What follows belongs to an exercise in optimizing a design on an open flow for small area and a short achievable clock period; a production flow would make more cautious choices.
Only simulation tests tie the RTL to the original design; equivalence was not proved.

==> flow/design.v, too long to show whole: its modules and the start of the top module <==
// module top: 1766 lines
// module fa: 4 lines
// module ha: 4 lines
module top (input logic clk, rst,
            input logic enable, din,
            input logic signed [10:0] x,
            output logic signed [11:0] q,
            output logic spike);
  // ...
==> flow/run.sh <==
#!/bin/bash
# synth_recipe.tcl (not shown) runs the flow's synth.tcl, then flattens the netlist and writes it again
# the make line also repeats each setting of config.mk as NAME=value (left out here)
make -C /OpenROAD-flow-scripts/flow DESIGN_CONFIG=/design/flow/config.mk WORK_HOME=/design/flow/orfs CLKGATE_MAP_FILE= SYNTH_SCRIPT=/design/flow/synth_recipe.tcl finish
==> flow/config.mk <==
export PLATFORM = sky130hd
export DESIGN_NAME = top
export DESIGN_NICKNAME = top
export VERILOG_FILES = /design/flow/design.v
export SDC_FILE = /design/flow/constraint.sdc
export NUM_CORES = 4
export LEC_CHECK = 0
export CAP_MARGIN = 20
export CORE_MARGIN = 2
export CORE_UTILIZATION = 40
export SETUP_SLACK_MARGIN = 5
export SLEW_MARGIN = 60
export SYNTH_HIERARCHICAL = 1
export SYNTH_MINIMUM_KEEP_SIZE = 0
==> flow/constraint.sdc <==
create_clock -name core_clock -period 12.0 [get_ports {clk}]
set_input_delay 2.4000 -clock core_clock [delete_from_list [all_inputs] [get_ports {clk}]]
set_output_delay 2.4000 -clock core_clock [all_outputs]
set_load 0.01 [all_outputs]
==> flow_metrics.env, run 1 <==
export IMPL_met3_usage_pct=2.082
export IMPL_grt_pass1_wl_mm=106.8
export IMPL_grt_use_met2_pct=30.46
export IMPL_ios=28
export IMPL_dr_wl_met2_mm=30.80
export IMPL_synth_compound_area_share_pct=9.192
export IMPL_synthMuxAreaShare_pct=3.894
export IMPL_top_layer="met4"
export IMPL_utilization_pct=44.47
export IMPL_clock_sinks=401
export IMPL_outcome="complete, no violations"
export IMPL_start_kind="input port"
export IMPL_worstPathCellList="clkdlybuf4s50_1, ha_1, inv_1, fa_1, nor2b_1, o21ai_0, a21boi_0, o21a_1, o21ai_0, a21oi_1, o21bai_1, a221oi_1"
export IMPL_nClkBuffers=62
export IMPL_fp_dieW_um=273.0
export IMPL_required_ns=12.49
export IMPL_n_tap_cell=950
export IMPL_dr_pass1_iters=5
export IMPL_regArea_mm2=0.008059
export IMPL_worst_path_most_repeated_cell="o21ai_0"
export IMPL_met3_length_mm=1.945
export IMPL_top_regs="h1: 21 flops, h2: 21 flops"
export IMPL_cp_buffers_inverters=2
==> run 2, diff against run 1 <==
--- a/flow/config.mk
+++ b/flow/config.mk
@@ -7,8 +7,9 @@
 export LEC_CHECK = 0
 export CAP_MARGIN = 20
 export CORE_MARGIN = 2
-export CORE_UTILIZATION = 40
+export CORE_UTILIZATION = 50
+export PLACE_DENSITY = 0.6
 export SETUP_SLACK_MARGIN = 5
-export SLEW_MARGIN = 60
+export SLEW_MARGIN = 40
 export SYNTH_HIERARCHICAL = 1
 export SYNTH_MINIMUM_KEEP_SIZE = 0
==> run 2 against run 1 <==
  * Still clean
  * Utilization up 10 points
  * First-iteration DRC count down 7.4%
  * Area after synthesis unchanged
  * Setup slack worse by 0.00096 ns
  * Non-clock buffer count down 5
  * Sequential share of layout area up 0.24 points
==> flow_metrics.env, run 2 <==
export IMPL_grt_overflow_total=0
export IMPL_cts_hold_buf=0
export IMPL_yosys_area_top_type="dfxtp_1"
export IMPL_initialDrtViolationCount=811
export IMPL_fp_dieW_um=244.6
export IMPL_yosysSeqAreaShare_pct=27.73
export IMPL_crit_path_end_kind="flop"
export IMPL_die_h_um=244.6
export IMPL_areaGrowthSynthToFinish_pct=8.652
export IMPL_cts_root_buffer="clkbuf_16"
export IMPL_final_common_cell="dfxtp_1"
export IMPL_grt_pass1_vias=20180
export IMPL_cap_violations=0
export IMPL_gr_usage_met1_pct=29.20
export IMPL_synthArstFlopShare_pct=0
export IMPL_worst_ep_arrival_time_ns=4.98
export IMPL_start_kind="flop"
export IMPL_drt_wl_total_mm=62.82
export IMPL_rows=88
export IMPL_busiest_layer="met2"
export IMPL_drc=0
export IMPL_finalSetupViolCount=0
export IMPL_grt_setup_unrepaired="false"
export IMPL_met3_usage_pct=2.646
export IMPL_synth_ff_type="dfxtp_1"
export IMPL_worst_slew_pin_slew_ns=0.8378
export IMPL_numCtsBuffers=47
export IMPL_ios=28
export IMPL_slew_headroom_pct=44.07
export IMPL_max_freq_mhz=220.6
export IMPL_top_regs="h1: 21 flops, h2: 21 flops"
export IMPL_via_count=19110
export IMPL_antenna_found_initial=0
export IMPL_hold_path_class="reg2reg"
export IMPL_core_area_mm2=0.05748
export IMPL_finalSetupTns_ns=0
export IMPL_finalMaxSlewViolations=0
export IMPL_initial_core_util_pct=50.37
export IMPL_clock_latency_ns=0.59
export IMPL_dieArea_mm2=0.05985
export IMPL_fill_cells=5079
export IMPL_clock_sinks=401
export IMPL_synth_seq_cells=401
export IMPL_grt_usage_pct=21.96
export IMPL_nets=3462
export IMPL_min_period_ns=4.534
export IMPL_critPathKind="reg2reg"
export IMPL_ant_nets=0
export IMPL_synth_most_common_cell="dfxtp_1"
export IMPL_yosysWarnings=7
export IMPL_final_cell_mix="dfxtp_1, fa_1, ha_1"
export IMPL_drive_above_1_share_pct=5.278
export IMPL_cts_buffer_depth=3
export IMPL_skew_ns=0.01952
export IMPL_clk_pin_slew_ns=0.06
export IMPL_required_ns=12.45
export IMPL_gp_congestion=0.8405
export IMPL_synth_top_cell_area_share_pct=27.73
export IMPL_cts_htree_levels=2
export IMPL_postSynthCellCount=2794
export IMPL_fin_crit_sh_pct=37.78
export IMPL_yosysUniqueCellTypes=85
export IMPL_place_inst=3505
export IMPL_synth_edff_count=0
export IMPL_synth_area_top_cells="dfxtp_1, fa_1, ha_1"
export IMPL_postCtsSetupBuffers=0
export IMPL_synth_nets=3467
export IMPL_hpwlAfterDp_mm=48.12
export IMPL_dr_pass1_iters=7
export IMPL_fin_cells=3589
export IMPL_syn_area_mm2=0.02895
export IMPL_ys_top_cells_by_count="dfxtp_1, fa_1, ha_1, inv_1, nor2_1"
export IMPL_cts_repair_resized=0
export IMPL_avgSynthCellArea_um2=10.36
export IMPL_crit_fanout=11
export IMPL_via_per_inst=5.326
export IMPL_port_buffers=27
export IMPL_cts_tree="yes"
export IMPL_drt_wirelength_per_cell_um=17.50
export IMPL_hold_viol_final=0
export IMPL_grt_max_degree=89
export IMPL_grt_pass1_wl_mm=104.7
export IMPL_outcome="complete, no violations"
export IMPL_grt_use_met2_pct=37.79
==> run 2: cell types whose count changed in the layout (fill, tap and decap cells not counted), sizes merged <==
cell / before / now
inv: 240 / 237
bufinv: 4 / 3
clkinvlp: 5 / 6
clkbuf: 62 / 60
clkdlybuf4s50: 25 / 26
clkinv: 11 / 13
buf: 16 / 10
==> run 2: path summary, 6_finish.rpt <==
path                               end  cells past startpoint  startpoint  slack (ns)
worst max-delay path            h2[19]                     12      y2a[6]        7.47
worst min-delay path            z3[10]                      1      z2[10]        0.44
worst max register to register  h2[19]                     12      y2a[6]        7.47
worst min register to register  z3[10]                      1      z2[10]        0.44
==> run 2: cell families after synthesis <==
kind of cell	count (synthesis)	share of synthesized area, %
buffers and inverters	326	4.356
flip-flops	401	27.73
adder cells (fa/ha/maj)	659	37.91
AND/OR/NAND/NOR	783	13.57
AO/OA/AOI/OAI	403	9.192
XOR/XNOR	111	3.358
multiplexers	111	3.894
==> run 2: layout make-up <==
| cell class | instances | area [um2] | share of cell area [%] |
|---|---|---|---|
| Multi-Input combinational cell | 2067 | 19660 | 62.51 |
| Sequential cell | 401 | 8035 | 25.54 |
| Clock buffer | 60 | 1328 | 4.220 |
| Tap cell | 765 | 957.2 | 3.043 |
| Inverter | 236 | 885.9 | 2.816 |
| Timing Repair Buffer | 36 | 350.3 | 1.114 |
| Clock inverter | 23 | 235.2 | 0.7478 |
| Antenna cell | 1 | 2.502 | 0.007955 |
==> run 2: Yosys stat by module, one instance, submodules excluded <==
| module | cell area, um2 | copies in the design | flops+latches |
|---|---|---|---|
| fa | 20.02 | 357 | 0 |
| ha | 12.51 | 62 | 0 |
| top | 21030 | 1 | 401 |
==> run 2: critical path: stages (launching register included) <==
cell	delay (ns)
dfxtp_1	0.78
fa_1	0.56
fa_1	0.53
fa_1	0.42
ha_1	0.34
a21oi_1	0.16
o21a_1	0.21
o32ai_1	0.16
o41ai_1	0.49
o21ai_1	0.22
o31ai_1	0.30
xor2_1	0.17
nor2_1	0.05
==> run 2: layer usage <==
metal	share of wire [%]	up-vias
met5	0	-
met4	2.5	0
met3	3.4	97
met2	49	281
met1	45	9396
li1	-	9340
==> run 2: metrics by stage <==
| step | hold WS, ns | cell area (um2) | util (%) | worst slack (ns) |
|---|---|---|---|---|
| after global routing | 0.4532 | 31460 | 54.73 | 7.239 |
| after global placement | 0.4173 | 29880 | 51.98 | 6.989 |
| final | 0.4357 | 31460 | 54.73 | 7.466 |
| after floorplan | 0.4138 | 28950 | - | 7.774 |
| after CTS | 0.4408 | 31450 | 54.71 | 7.412 |
| after detailed placement | 0.4269 | 29880 | 51.99 | 6.919 |
==> run 3, diff against run 2 <==
==> flow/flow/run.sh (new file) <==
#!/bin/bash
# Standard ORFS layout (the standard.sh), with timing repair aimed at a
# setup slack of 8.6 ns at the design's 12 ns clock, so that the resizer keeps
# improving paths that already meet 12 ns.  Logs: standard.log and orfs/logs.
set -euo pipefail
bash standard.sh SETUP_SLACK_MARGIN=8.6 finish > standard.log 2>&1
==> flow/standard.sh (new file) <==
#!/bin/bash
# synth_recipe.tcl (not shown) runs the flow's synth.tcl, then flattens the netlist and writes it again
# the make line also repeats each setting of config.mk as NAME=value (left out here)
make -C /OpenROAD-flow-scripts/flow DESIGN_CONFIG=/design/flow/config.mk WORK_HOME=/design/flow/orfs CLKGATE_MAP_FILE= SYNTH_SCRIPT=/design/flow/synth_recipe.tcl "${@:-finish}"
--- a/flow/config.mk
+++ b/flow/config.mk
@@ -7,9 +7,8 @@
 export LEC_CHECK = 0
 export CAP_MARGIN = 20
 export CORE_MARGIN = 2
-export CORE_UTILIZATION = 50
-export PLACE_DENSITY = 0.6
+export CORE_UTILIZATION = 40
 export SETUP_SLACK_MARGIN = 5
-export SLEW_MARGIN = 40
+export SLEW_MARGIN = 60
 export SYNTH_HIERARCHICAL = 1
 export SYNTH_MINIMUM_KEEP_SIZE = 0
removed: flow/run.sh
==> run 3 against run 2 <==
  * Still clean on timing, DRC and antenna
  * Sequential share of layout area fell by 2.6 points
  * Wire length rose by 12%
  * Synthesized cell count did not move
  * Global-route usage fell by 3.0 points
  * Cell count rose by 12%
  * Register-to-register slack improved by 0.43 ns
  * Largest cell class unchanged
==> flow_metrics.env, run 3 <==
export IMPL_ys_top_cells_by_count="dfxtp_1, fa_1, ha_1, inv_1, nor2_1"
export IMPL_r2r_start="z0[10]"
export IMPL_diodes=0
export IMPL_synth_most_common_cell="dfxtp_1"
export IMPL_required_ns=12.48
export IMPL_synth_edff_count=0
export IMPL_worst_ep_arrival_time_ns=4.59
export IMPL_yosysSeqAreaShare_pct=27.73
export IMPL_r2r_end="p[10]"
export IMPL_cts_buffer_depth=3
export IMPL_yosys_area_top_type="dfxtp_1"
export IMPL_postSynthCellCount=2794
export IMPL_top_regs="h1: 21 flops, h2: 21 flops"
export IMPL_grt_overflow_total=0
export IMPL_via_count=20680
export IMPL_rows=98
export IMPL_crit_path_end_kind="flop"
export IMPL_numCtsBuffers=48
export IMPL_synth_nets=3467
export IMPL_yosysWarnings=7
export IMPL_drt_wl_total_mm=70.10
export IMPL_port_buffers=27
export IMPL_dieArea_mm2=0.07455
export IMPL_ios=28
export IMPL_synthArstFlopShare_pct=0
export IMPL_antenna_found_initial=1
export IMPL_clk_pin_slew_ns=0.06
export IMPL_initialDrtViolationCount=945
export IMPL_worstSetupEndpoint="p[10]"
export IMPL_outcome="complete, no violations"
export IMPL_min_from="z2[7]"
export IMPL_gp_congestion=0.8475
export IMPL_utilization_pct=50.70
export IMPL_grt_pass1_vias=22060
export IMPL_cp_buffers_inverters=0
export IMPL_core_area_mm2=0.07161
export IMPL_reg2reg_depth=12
export IMPL_start_kind="flop"
export IMPL_finalMaxSlewViolations=0
export IMPL_finalSetupViolCount=0
export IMPL_grt_pass1_wl_mm=113.2
export IMPL_synth_seq_cells=401
export IMPL_grt_setup_unrepaired="true"
export IMPL_cts_root_buffer="clkbuf_16"
export IMPL_hold_path_class="reg2reg"
export IMPL_areaGrowthSynthToFinish_pct=25.39
export IMPL_startpoint="z0[10]"
export IMPL_slew_headroom_pct=62.69
export IMPL_grt_usage_pct=18.92
export IMPL_fin_cells=4008
export IMPL_dr_pass1_iters=5
export IMPL_drt_wirelength_per_cell_um=17.49
export IMPL_nets=3692
export IMPL_worst_path_most_repeated_cell="fa_1"
export IMPL_hpwlAfterDp_mm=49.34
export IMPL_syn_area_mm2=0.02895
export IMPL_crit_fanout=5
export IMPL_crit_slowest_cell="fa_2"
export IMPL_synth_ff_type="dfxtp_1"
export IMPL_max_stage_delay_ns=0.58
export IMPL_yosysUniqueCellTypes=85
export IMPL_drive_above_1_share_pct=26.95
export IMPL_via_per_inst=5.159
export IMPL_finalSetupTns_ns=0
export IMPL_fin_crit_sh_pct=34.22
export IMPL_cts_htree_levels=2
export IMPL_max_freq_mhz=243.5
export IMPL_skew_ns=0.02762
export IMPL_synth_top_cell_area_share_pct=27.73
export IMPL_cts_hold_buf=0
export IMPL_final_area_mm2=0.03630
export IMPL_clock_sinks=401
export IMPL_final_common_cell="fa_1"
export IMPL_final_cell_mix="fa_1, dfxtp_1, nor2_1"
export IMPL_drc=0
export IMPL_initial_core_util_pct=40.43
export IMPL_worst_slew_pin_slew_ns=0.5596
export IMPL_clock_latency_ns=0.60
export IMPL_postPlaceCellArea_mm2=0.03068
export IMPL_cap_violations=0
export IMPL_worstPathCellList="mux2i_1, o21ai_1, fa_2, fa_1, fa_1, ha_4, nand3_4, nor3_4, and4bb_2, o31a_2, o21bai_1, mux2_2"
export IMPL_min_period_ns=4.106
export IMPL_fp_dieW_um=273.0
export IMPL_r2r_slack_ns=7.89
export IMPL_avgSynthCellArea_um2=10.36
export IMPL_place_inst=3691
export IMPL_ant_nets=0
export IMPL_synth_area_top_cells="dfxtp_1, fa_1, ha_1"
export IMPL_grt_max_degree=97
export IMPL_critPathKind="reg2reg"
export IMPL_critPathTopFamily="adder cells"
export IMPL_die_h_um=273.0
export IMPL_cts_tree="yes"
export IMPL_hold_viol_final=0
export IMPL_crit_cells=12
run 3: worst min path at each step:
stage	end	slack [ns]	cells past startpoint
3_5_place_dp	z2[0]	0.43	1
4_1_cts	z2[0]	0.44	1
2_1_floorplan	z2[0]	0.41	1
5_1_grt	z2[9]	0.45	1
3_3_place_gp	z3[6]	0.42	1
6_report	z3[7]	0.44	1
run 3: cell families (layout without fill, tap and decap cells):
kind of cell | after synthesis | count (layout) | share of synthesized area, %
xor+xnor | 111 | 111 | 3.358
fa+ha+maj | 659 | 659 | 37.91
flops | 401 | 401 | 27.73
buf+inv | 326 | 590 | 4.356
simple gates | 783 | 783 | 13.57
compound gates | 403 | 403 | 9.192
mux | 111 | 111 | 3.894
run 3: per-module statistics from Yosys (local to each module, per instance):
| module | flops+latches | area [um2] | cells | copies in the design |
|---|---|---|---|---|
| top | 401 | 21030 | 2375 | 1 |
| fa | 0 | 20.02 | 1 | 357 |
| ha | 0 | 12.51 | 1 | 62 |
run 3: cell type report:
cell class / instances / area [um2]
clock buffer: 59 / 1314
inverter: 236 / 895.9
multi-input combinational: 2067 / 21760
sequential: 401 / 8332
tap: 950 / 1189
fill: 6314 / 35310
timing repair buffer: 265 / 2401
clock inverter: 30 / 414.1
run 3: what timing repair did:
action / in CTS / in global routing
gates resized for setup: 451 / 182
endpoints found under the setup margin: 130 / 130
pin swaps: 163 / 141
hold endpoints to repair: 0 / 0
buffers inserted: 172 / 55
run 3: per-layer routing:
metal,vias to the layer above,global-route usage [%],part of all wire (%)
li1,9819,-,-
met1,10340,23.99,43
met2,371,32.93,50
met3,150,2.399,3.3
met4,0,7.003,3.6
met5,-,0,0
run 3: through the flow:
step	setup WS, ns	hold slack (ns)
after floorplan	7.932	0.4138
after global placement	6.931	0.4240
after detailed placement	6.988	0.4266
after CTS	7.907	0.4409
after global routing	7.798	0.4460
final	7.894	0.4378
==> run 4, diff against run 3 <==
==> flow/flow/run.sh (replaced) <==
#!/bin/bash
# Standard ORFS layout (the standard.sh), with timing repair aimed at a
# setup slack of 8.0 ns at the design's 12 ns clock, so that the resizer keeps
# improving paths that already meet 12 ns.  Logs: standard.log and orfs/logs.
set -euo pipefail
bash standard.sh SETUP_SLACK_MARGIN=8.0 finish > standard.log 2>&1
==> run 4 against run 3 <==
  * Setup slack improved by 0.021 ns
  * Register-to-register slack gained 0.02 ns
  * Clock-buffer cell count decreased by 8
  * Still clean on timing, DRC and antenna
  * Final area decreased by 9.5%
==> flow_metrics.env, run 4 <==
export IMPL_grt_max_degree=88
export IMPL_multi_input_area_mm2=0.02011
export IMPL_yosysSeqAreaShare_pct=27.73
export IMPL_rows=98
export IMPL_synth_edff_count=0
export IMPL_nets=3524
export IMPL_start_kind="flop"
export IMPL_clock_sinks=401
export IMPL_gp_congestion=0.8015
export IMPL_grt_pass1_wl_mm=106.0
export IMPL_diodes=0
export IMPL_dieArea_mm2=0.07455
export IMPL_finalSetupTns_ns=0
export IMPL_grt_setup_unrepaired="true"
export IMPL_cts_buffer_depth=3
export IMPL_grt_overflow_total=0
export IMPL_drc=0
export IMPL_synth_top_cell_area_share_pct=27.73
export IMPL_via_count=19420
export IMPL_fin_cells=3835
export IMPL_cts_htree_levels=2
export IMPL_crit_path_end_kind="flop"
export IMPL_die_h_um=273.0
export IMPL_top_regs="h1: 21 flops, h2: 21 flops"
export IMPL_avgSynthCellArea_um2=10.36
export IMPL_numCtsBuffers=45
export IMPL_fill_cells=6662
export IMPL_final_cell_mix="fa_1, dfxtp_1, ha_1"
export IMPL_port_buffers=27
export IMPL_synth_nets=3467
export IMPL_yosysWarnings=7
export IMPL_cts_root_buffer="clkbuf_16"
export IMPL_critPathKind="reg2reg"
export IMPL_finalSetupViolCount=0
export IMPL_areaGrowthSynthToFinish_pct=13.50
export IMPL_worst_ep_arrival_time_ns=4.55
export IMPL_clk_pin_slew_ns=0.06
export IMPL_skew_ns=0.02877
export IMPL_syn_area_mm2=0.02895
export IMPL_synth_area_top_cells="dfxtp_1, fa_1, ha_1"
export IMPL_ant_nets=0
export IMPL_required_ns=12.46
export IMPL_synth_most_common_cell="dfxtp_1"
export IMPL_regArea_mm2=0.008205
export IMPL_drt_wirelength_per_cell_um=16.80
export IMPL_grt_usage_pct=17.65
export IMPL_finalMaxSlewViolations=0
export IMPL_cts_hold_buf=0
export IMPL_crit_fanout=4
export IMPL_initial_core_util_pct=40.43
export IMPL_fp_dieW_um=273.0
export IMPL_min_period_ns=4.085
export IMPL_core_area_mm2=0.07161
export IMPL_antenna_found_initial=0
export IMPL_grt_pass1_vias=20650
export IMPL_synthArstFlopShare_pct=0
export IMPL_yosys_area_top_type="dfxtp_1"
export IMPL_synth_ff_type="dfxtp_1"
export IMPL_max_freq_mhz=244.8
export IMPL_synth_seq_cells=401
export IMPL_drt_wl_total_mm=64.44
export IMPL_drive_above_1_share_pct=12.37
export IMPL_hold_viol_final=0
export IMPL_initialDrtViolationCount=846
export IMPL_cap_violations=0
export IMPL_clock_latency_ns=0.60
export IMPL_final_common_cell="fa_1"
export IMPL_slew_headroom_pct=64.02
export IMPL_hpwlAfterDp_mm=48.50
export IMPL_ys_top_cells_by_count="dfxtp_1, fa_1, ha_1, inv_1, nor2_1"
export IMPL_ios=28
export IMPL_fin_crit_sh_pct=34.05
export IMPL_worst_slew_pin_slew_ns=0.5261
export IMPL_cts_tree="yes"
export IMPL_dr_pass1_iters=5
export IMPL_postSynthCellCount=2794
export IMPL_outcome="complete, no violations"
export IMPL_place_inst=3693
export IMPL_yosysUniqueCellTypes=85
export IMPL_hold_path_class="reg2reg"
export IMPL_via_per_inst=5.064
==> run 4: area by class of cell <==
class,instances,area share [%]
inverters,236,2.703
multi-input cells,2067,61.21
clock buffers,51,3.651
well taps,950,3.617
flip-flops and latches,401,24.97
clock inverters,30,1.123
repair buffers,100,2.730
==> run 4: path summary, 6_finish.rpt <==
kind	from	to	slack (ns)	cells past startpoint
worst max-delay path	z0n[7]	p[10]	7.91	15
worst min register to register	z2[5]	z3[5]	0.43	1
worst min-delay path	z2[5]	z3[5]	0.43	1
worst max register to register	z0n[7]	p[10]	7.91	15
==> run 4: cell families after synthesis <==
family,after synthesis,synth area share (%)
adders and majority gates,659,37.91
and+or+nand+nor,783,13.57
xor gates and xnor gates,111,3.358
buffers and inverters,326,4.356
DFF,401,27.73
muxes,111,3.894
AOI/OAI and AO/OA,403,9.192
==> run 4: stage by stage <==
step	setup slack, ns	hold WS, ns	util, %	cell area (um2)
CTS	7.800	0.4357	45.08	32280
global placement	7.065	0.4158	42.14	30170
global route	7.758	0.4523	45.89	32860
finish	7.915	0.4325	45.89	32860
floorplan	7.931	0.4138	-	29020
detailed placement	6.980	0.4245	42.33	30310
==> run 4: what timing repair did <==
item                                    CTS  global route
pin swaps                                20            33
buffers inserted                         22            39
resized for setup                        94            80
endpoints found under the setup margin   32            46
==> run 4: routing by layer <==
metal	GRT usage [%]	vias up	wire length, um
li1	-	9449	-
met1	22.61	9638	29150
met5	0	-	0
met4	5.939	0	1732
met3	2.126	100	1810
met2	30.80	234	31750
==> run 4: Yosys stat by module, one instance, submodules excluded <==
module / cells inside / times used
fa: 1 / 357
ha: 1 / 62
top: 2375 / 1
==> run 4: critical path: stages (launching register included) <==
cell,delay (ns)
dfxtp_4,0.38
mux2_2,0.34
a211oi_2,0.21
ha_1,0.26
inv_1,0.07
fa_1,0.42
fa_1,0.50
ha_2,0.19
nor2_1,0.04
o211ai_1,0.13
a211oi_2,0.09
nor3_2,0.29
and4bb_1,0.25
o31a_2,0.30
o21bai_1,0.16
mux2_2,0.34
==> run 5, diff against run 4 <==
==> flow/flow/run.sh (replaced) <==
#!/bin/bash
# Standard ORFS layout (the standard.sh), with timing repair aimed at a
# setup slack of 8.0 ns at the design's 12 ns clock, so that the resizer keeps
# improving paths that already meet 12 ns.  Logs: standard.log and orfs/logs.
set -euo pipefail
bash standard.sh SETUP_SLACK_MARGIN=8.0 TNS_END_PERCENT=0 BUFFER_PORTS_ARGS="-buffer_cell sky130_fd_sc_hd__buf_2" finish > standard.log 2>&1
==> run 5 against run 4 <==
  * Synthesized cell count unchanged
  * Critical endpoint unchanged
==> flow_metrics.env, run 5 <==
export IMPL_outcome="complete, no violations"
export IMPL_grt_pass1_wl_mm=105.6
export IMPL_antenna_found_initial=0
export IMPL_die_h_um=273.0
export IMPL_synth_top_cell_area_share_pct=27.73
export IMPL_clock_sinks=401
export IMPL_cts_buffer_depth=3
export IMPL_fp_dieW_um=273.0
export IMPL_via_count=19270
export IMPL_synth_most_common_cell="dfxtp_1"
export IMPL_fin_ws_ns=7.786
export IMPL_syn_area_mm2=0.02895
export IMPL_pre_cts_ws_ns=7.533
export IMPL_synthArstFlopShare_pct=0
export IMPL_cap_violations=0
export IMPL_finalSetupTns_ns=0
export IMPL_synth_seq_cells=401
export IMPL_areaGrowthSynthToFinish_pct=10.23
export IMPL_hold_path_class="reg2reg"
export IMPL_grt_pass1_vias=20450
export IMPL_final_common_cell="fa_1"
export IMPL_rows=98
export IMPL_yosysWarnings=7
export IMPL_cts_tree="yes"
export IMPL_required_ns=12.46
export IMPL_drive_above_1_share_pct=9.421
export IMPL_gp_congestion=0.8367
export IMPL_hold_viol_final=0
export IMPL_hpwlAfterDp_mm=49.36
export IMPL_dr_pass1_iters=5
export IMPL_min_period_ns=4.214
export IMPL_finalMaxSlewViolations=0
export IMPL_whs_ns=0.4366
export IMPL_drc=0
export IMPL_yosysUniqueCellTypes=85
export IMPL_initial_core_util_pct=40.43
export IMPL_yosysSeqAreaShare_pct=27.73
export IMPL_nets=3473
export IMPL_yosys_area_top_type="dfxtp_1"
export IMPL_finalSetupViolCount=0
export IMPL_start_kind="flop"
export IMPL_slew_headroom_pct=64.51
export IMPL_cts_root_buffer="clkbuf_16"
export IMPL_port_buffers=27
export IMPL_ys_top_cells_by_count="dfxtp_1, fa_1, ha_1, inv_1, nor2_1"
export IMPL_max_freq_mhz=237.3
export IMPL_numCtsBuffers=46
export IMPL_cts_htree_levels=2
export IMPL_drt_wirelength_per_cell_um=16.88
export IMPL_crit_fanout=6
export IMPL_grt_setup_unrepaired="true"
export IMPL_worst_slew_pin_slew_ns=0.5308
export IMPL_worst_ep_arrival_time_ns=4.67
export IMPL_clock_latency_ns=0.60
export IMPL_grt_max_degree=86
export IMPL_core_area_mm2=0.07161
export IMPL_dieArea_mm2=0.07455
export IMPL_skew_ns=0.03494
export IMPL_critPathKind="reg2reg"
export IMPL_crit_path_end_kind="flop"
export IMPL_synth_nets=3467
export IMPL_postSynthCellCount=2794
export IMPL_via_per_inst=5.091
export IMPL_synth_area_top_cells="dfxtp_1, fa_1, ha_1"
export IMPL_drt_wl_total_mm=63.89
export IMPL_top_regs="h1: 21 flops, h2: 21 flops"
export IMPL_initialDrtViolationCount=1044
export IMPL_grt_usage_pct=17.60
export IMPL_fin_crit_sh_pct=35.12
export IMPL_avgSynthCellArea_um2=10.36
export IMPL_ios=28
export IMPL_synth_ff_type="dfxtp_1"
export IMPL_ant_nets=0
export IMPL_grt_overflow_total=0
export IMPL_synth_edff_count=0
export IMPL_clk_pin_slew_ns=0.06
export IMPL_final_cell_mix="fa_1, dfxtp_1, ha_1"
==> run 5: cell counts after synthesis <==
No cell type changed its count.
==> run 5: worst max-delay path, stage by stage, from the launching register on <==
cell      delay [ns]
dfxtp_4         0.37
nor2b_4         0.13
a211o_1         0.30
ha_4            0.25
fa_1            0.49
fa_1            0.54
ha_4            0.30
nand2_2         0.05
o211ai_1        0.21
a211oi_2        0.10
nor3_2          0.27
and4bb_2        0.30
o31a_2          0.30
o21bai_1        0.19
mux2_4          0.31
==> run 5: layout make-up <==
type,count,area [um2]
tap,950,1189
antenna,1,2.502
clock inverter,22,217.7
multi-input combinational,2067,19870
timing repair buffer,48,362.8
clock buffer,60,1274
sequential,401,8118
inverter,236,885.9
fill,6782,39690
==> run 5: per-stage QoR <==
step | instance area (um2) | util (%) | instances
6_report | 31920 | 44.57 | 3785
2_1_floorplan | 29010 | - | 2794
4_1_cts | 31780 | 44.38 | 3778
3_3_place_gp | 30050 | 41.96 | 3692
5_1_grt | 31910 | 44.57 | 3784
3_5_place_dp | 30170 | 42.14 | 3695
==> run 5: per-module statistics from Yosys, one instance, submodules excluded <==
module	times used	cells	cell area [um2]	flops+latches
top	1	2375	21030	401
fa	357	1	20.02	0
ha	62	1	12.51	0
==> run 5: cells by family (layout without fill, tap and decap cells) <==
family	Yosys count	after routing	share of synthesized area, %
AO/OA/AOI/OAI	403	403	9.192
XOR/XNOR	111	111	3.358
adder cells (fa/ha/maj)	659	659	37.91
buffers and inverters	326	366	4.356
flip-flops	401	401	27.73
multiplexers	111	111	3.894
other	0	1	0
AND/OR/NAND/NOR	783	783	13.57
==> run 5: what timing repair did <==
action	CTS	global route
setup endpoints to repair	16	47
buffers inserted	1	6
hold buffers	0	0
hold endpoints to repair	0	0
resized for setup	46	19
pin swaps	2	13
==> run 5: final timing paths <==
check         start  endpoint  slack [ns]  cells after the start
max          bon[4]     p[10]        7.79                     14
min           z2[2]     z3[2]        0.44                      1
max reg2reg  bon[4]     p[10]        7.79                     14
min reg2reg   z2[2]     z3[2]        0.44                      1
==> run 5: metal layers <==
layer	vias up	wire length, um	global-route usage, %
li1	9351	-	-
met1	9515	29130	23.20
met2	298	30900	29.93
met3	104	2161	2.495
met4	0	1688	5.393
met5	-	0	0
==> run 6, diff against run 5 <==
==> flow/flow/run.sh (replaced) <==
#!/bin/bash
# Standard ORFS layout (the standard.sh), with timing repair aimed at a
# setup slack of 8.0 ns at the design's 12 ns clock, so that the resizer keeps
# improving paths that already meet 12 ns.  Logs: standard.log and orfs/logs.
set -euo pipefail
bash standard.sh SETUP_SLACK_MARGIN=8.0 BUFFER_PORTS_ARGS="-buffer_cell sky130_fd_sc_hd__buf_2" finish > standard.log 2>&1
==> run 6 against run 5 <==
  * First-iteration DRC count is 13% lower
  * Worst hold slack better by 0.0017 ns
  * Clock skew is 0.015 ns lower
  * Non-clock buffer count is 37 higher
  * Die area stayed put
  * Utilization is 0.96 points higher
==> flow_metrics.env, run 6 <==
export IMPL_start_kind="flop"
export IMPL_cap_violations=0
export IMPL_yosysWarnings=7
export IMPL_synth_top_cell_area_share_pct=27.73
export IMPL_synthMuxAreaShare_pct=3.894
export IMPL_worstPathCellList="mux2i_1, nand2_1, inv_1, fa_1, fa_1, fa_1, ha_4, nand3_1, nor3_2, and4bb_2, o31a_2, o21bai_1, mux2_2"
export IMPL_grt_setup_unrepaired="true"
export IMPL_fp_dieW_um=273.0
export IMPL_critPathKind="reg2reg"
export IMPL_antenna_found_initial=1
export IMPL_cp_buffers_inverters=1
export IMPL_synth_ff_type="dfxtp_1"
export IMPL_drc=0
export IMPL_skew_ns=0.01983
export IMPL_synth_most_common_cell="dfxtp_1"
export IMPL_cts_htree_levels=2
export IMPL_die_h_um=273.0
export IMPL_via_per_inst=5.094
export IMPL_worst_path_most_repeated_cell="fa_1"
export IMPL_outcome="complete, no violations"
export IMPL_critPathTopFamily="adder cells"
export IMPL_dr_pass1_iters=5
export IMPL_synthArstFlopShare_pct=0
export IMPL_crit_fanout=4
export IMPL_synthAdderAreaFrac_pct=37.91
export IMPL_postSynthCellCount=2794
export IMPL_drt_wirelength_per_cell_um=16.74
export IMPL_worst_ep_arrival_time_ns=4.54
export IMPL_avgSynthCellArea_um2=10.36
export IMPL_required_ns=12.47
export IMPL_initialDrtViolationCount=906
export IMPL_finalMaxSlewViolations=0
export IMPL_synth_area_top_cells="dfxtp_1, fa_1, ha_1"
export IMPL_busiest_layer="met2"
export IMPL_cts_root_buffer="clkbuf_16"
export IMPL_numCtsBuffers=45
export IMPL_min_period_ns=4.072
export IMPL_final_common_cell="fa_1"
export IMPL_clock_latency_ns=0.59
export IMPL_grt_usage_pct=17.67
export IMPL_crit_slowest_cell="fa_1"
export IMPL_hpwlAfterDp_mm=48.50
export IMPL_initial_core_util_pct=40.43
export IMPL_dieArea_mm2=0.07455
export IMPL_synth_top_family_by_area="adder cells"
export IMPL_synth_seq_cells=401
export IMPL_clk_pin_slew_ns=0.06
export IMPL_top_regs="h1: 21 flops, h2: 21 flops"
export IMPL_ys_top_cells_by_count="dfxtp_1, fa_1, ha_1, inv_1, nor2_1"
export IMPL_finalSetupTns_ns=0
export IMPL_hold_viol_final=0
export IMPL_grt_use_met2_pct=30.62
export IMPL_yosys_area_top_type="dfxtp_1"
export IMPL_yosysSeqAreaShare_pct=27.73
export IMPL_worst_slew_pin_slew_ns=0.5683
export IMPL_drive_above_1_share_pct=12.33
export IMPL_utilization_pct=45.53
export IMPL_synthSimpleGateAreaFrac_pct=13.57
export IMPL_syn_area_mm2=0.02895
export IMPL_gr_usage_met1_pct=23.08
export IMPL_max_stage_delay_ns=0.51
export IMPL_final_cell_mix="fa_1, dfxtp_1, ha_1"
export IMPL_fill_cells=6716
export IMPL_ant_nets=0
export IMPL_gp_congestion=0.8570
export IMPL_cts_tree="yes"
export IMPL_ios=28
export IMPL_synth_edff_count=0
export IMPL_synth_xor_area_share_pct=3.358
export IMPL_synth_compound_area_share_pct=9.192
export IMPL_grt_overflow_total=0
export IMPL_grt_max_degree=99
export IMPL_slew_headroom_pct=61.84
export IMPL_yosysUniqueCellTypes=85
export IMPL_areaGrowthSynthToFinish_pct=12.61
export IMPL_core_area_mm2=0.07161
export IMPL_hold_path_class="reg2reg"
export IMPL_clock_sinks=401
export IMPL_fin_crit_sh_pct=33.93
export IMPL_nets=3509
export IMPL_finalSetupViolCount=0
export IMPL_port_buffers=27
export IMPL_max_freq_mhz=245.6
export IMPL_grt_pass1_wl_mm=106.3
export IMPL_whs_ns=0.4383
export IMPL_cts_buffer_depth=3
export IMPL_rows=98
export IMPL_diodes=0
export IMPL_via_count=19460
export IMPL_drt_wl_total_mm=63.93
export IMPL_grt_pass1_vias=20760
export IMPL_final_area_mm2=0.03261
export IMPL_met3_usage_pct=2.197
export IMPL_crit_path_end_kind="flop"
export IMPL_postPlaceCellArea_mm2=0.03013
export IMPL_synth_nets=3467
## run 6: repair_timing
action,in CTS,in global routing
endpoints found under the setup margin,18,39
pin swaps,14,28
gates resized for setup,86,75
hold endpoints to repair,0,0
hold buffers,0,0
buffers inserted,10,37
## run 6: through the flow
stage	worst slack, ns	instances
global placement	6.794	3689
floorplan	7.931	2794
CTS	7.859	3782
global route	7.726	3820
detailed placement	7.522	3691
finish	7.928	3820
## run 6: Yosys stat by module, one instance, submodules excluded
module	flops+latches	cells	area [um2]
ha	0	1	12.51
fa	0	1	20.02
top	401	2375	21030
## run 6: metal layers
metal,up-vias,part of all wire (%)
met3,98,3.0
met2,289,49
li1,9414,-
met4,0,2.5
met1,9659,45
met5,-,0
## run 6: logic make-up (layout without fill, tap and decap cells)
| family | count (synthesis) | after routing |
|---|---|---|
| simple gates | 783 | 783 |
| buf+inv | 326 | 402 |
| compound gates | 403 | 403 |
| mux | 111 | 111 |
| xor+xnor | 111 | 111 |
| fa+ha+maj | 659 | 659 |
| flops | 401 | 401 |
## run 6: area by class of cell
class                           count  area (um2)  area share (%)
Inverter                          236       888.4           2.725
Multi-Input combinational cell   2067       20130           61.73
Sequential cell                   401        8225           25.23
Tap cell                          950        1189           3.646
Timing Repair Buffer               85       639.4           1.961
Clock inverter                     24       316.6          0.9709
Clock buffer                       57        1221           3.745
## run 6: path summary, 6_finish.rpt
check | startpoint | depth (start not counted) | slack, ns | endpoint
setup reg to reg | z0n[9] | 13 | 7.93 | p[10]
hold / removal | z1[7] | 1 | 0.44 | z2[7]
hold reg to reg | z1[7] | 1 | 0.44 | z2[7]
setup / recovery | z0n[9] | 13 | 7.93 | p[10]

-- static timing again, ports no longer ideal --
The flow's constraints put no driver on any port. The routed layouts listed below were extracted and timed again, unchanged, in two steps.
Step 1 (the two cells are an assumption about what drives the block):
set clk [get_ports {clk}]
set_driving_cell -lib_cell sky130_fd_sc_hd__clkbuf_16 $clk
set_driving_cell -lib_cell sky130_fd_sc_hd__buf_2 [delete_from_list [all_inputs] $clk]
Step 2 adds t to the input delays and takes it off the output delays; t is the mean of the earliest and latest rising clock arrival at the registers after step 1. Input paths then give back, and output paths get back, about the clock's delay inside the block.
a / b / c = ideal ports / drivers / drivers and shift; a / b = the first two.
| run | shift t [ns] | setup slack, ns | worst setup path after step 2 | latest minus earliest clock arrival (ns) |
|---|---|---|---|---|
| run 1 | 0.647 | 7.467 / 7.496 / 6.849 | input to register | 0.022 / 0.022 |
| run 2 | 0.645 | 7.466 / 7.466 / 6.887 | input to register | 0.022 / 0.022 |
| run 3 | 0.645 | 7.894 / 7.894 / 7.606 | input to register | 0.030 / 0.030 |
| run 4 | 0.649 | 7.915 / 7.915 / 7.453 | input to register | 0.031 / 0.031 |
| run 5 | 0.639 | 7.786 / 7.786 / 7.477 | input to register | 0.037 / 0.037 |
| run 6 | 0.647 | 7.928 / 7.928 / 7.570 | input to register | 0.025 / 0.025 |
After both steps every run listed still meets setup and hold. For run 1, which loses most, drivers alone change the setup slack by +0.029 ns; drivers and shift together by -0.618 ns.
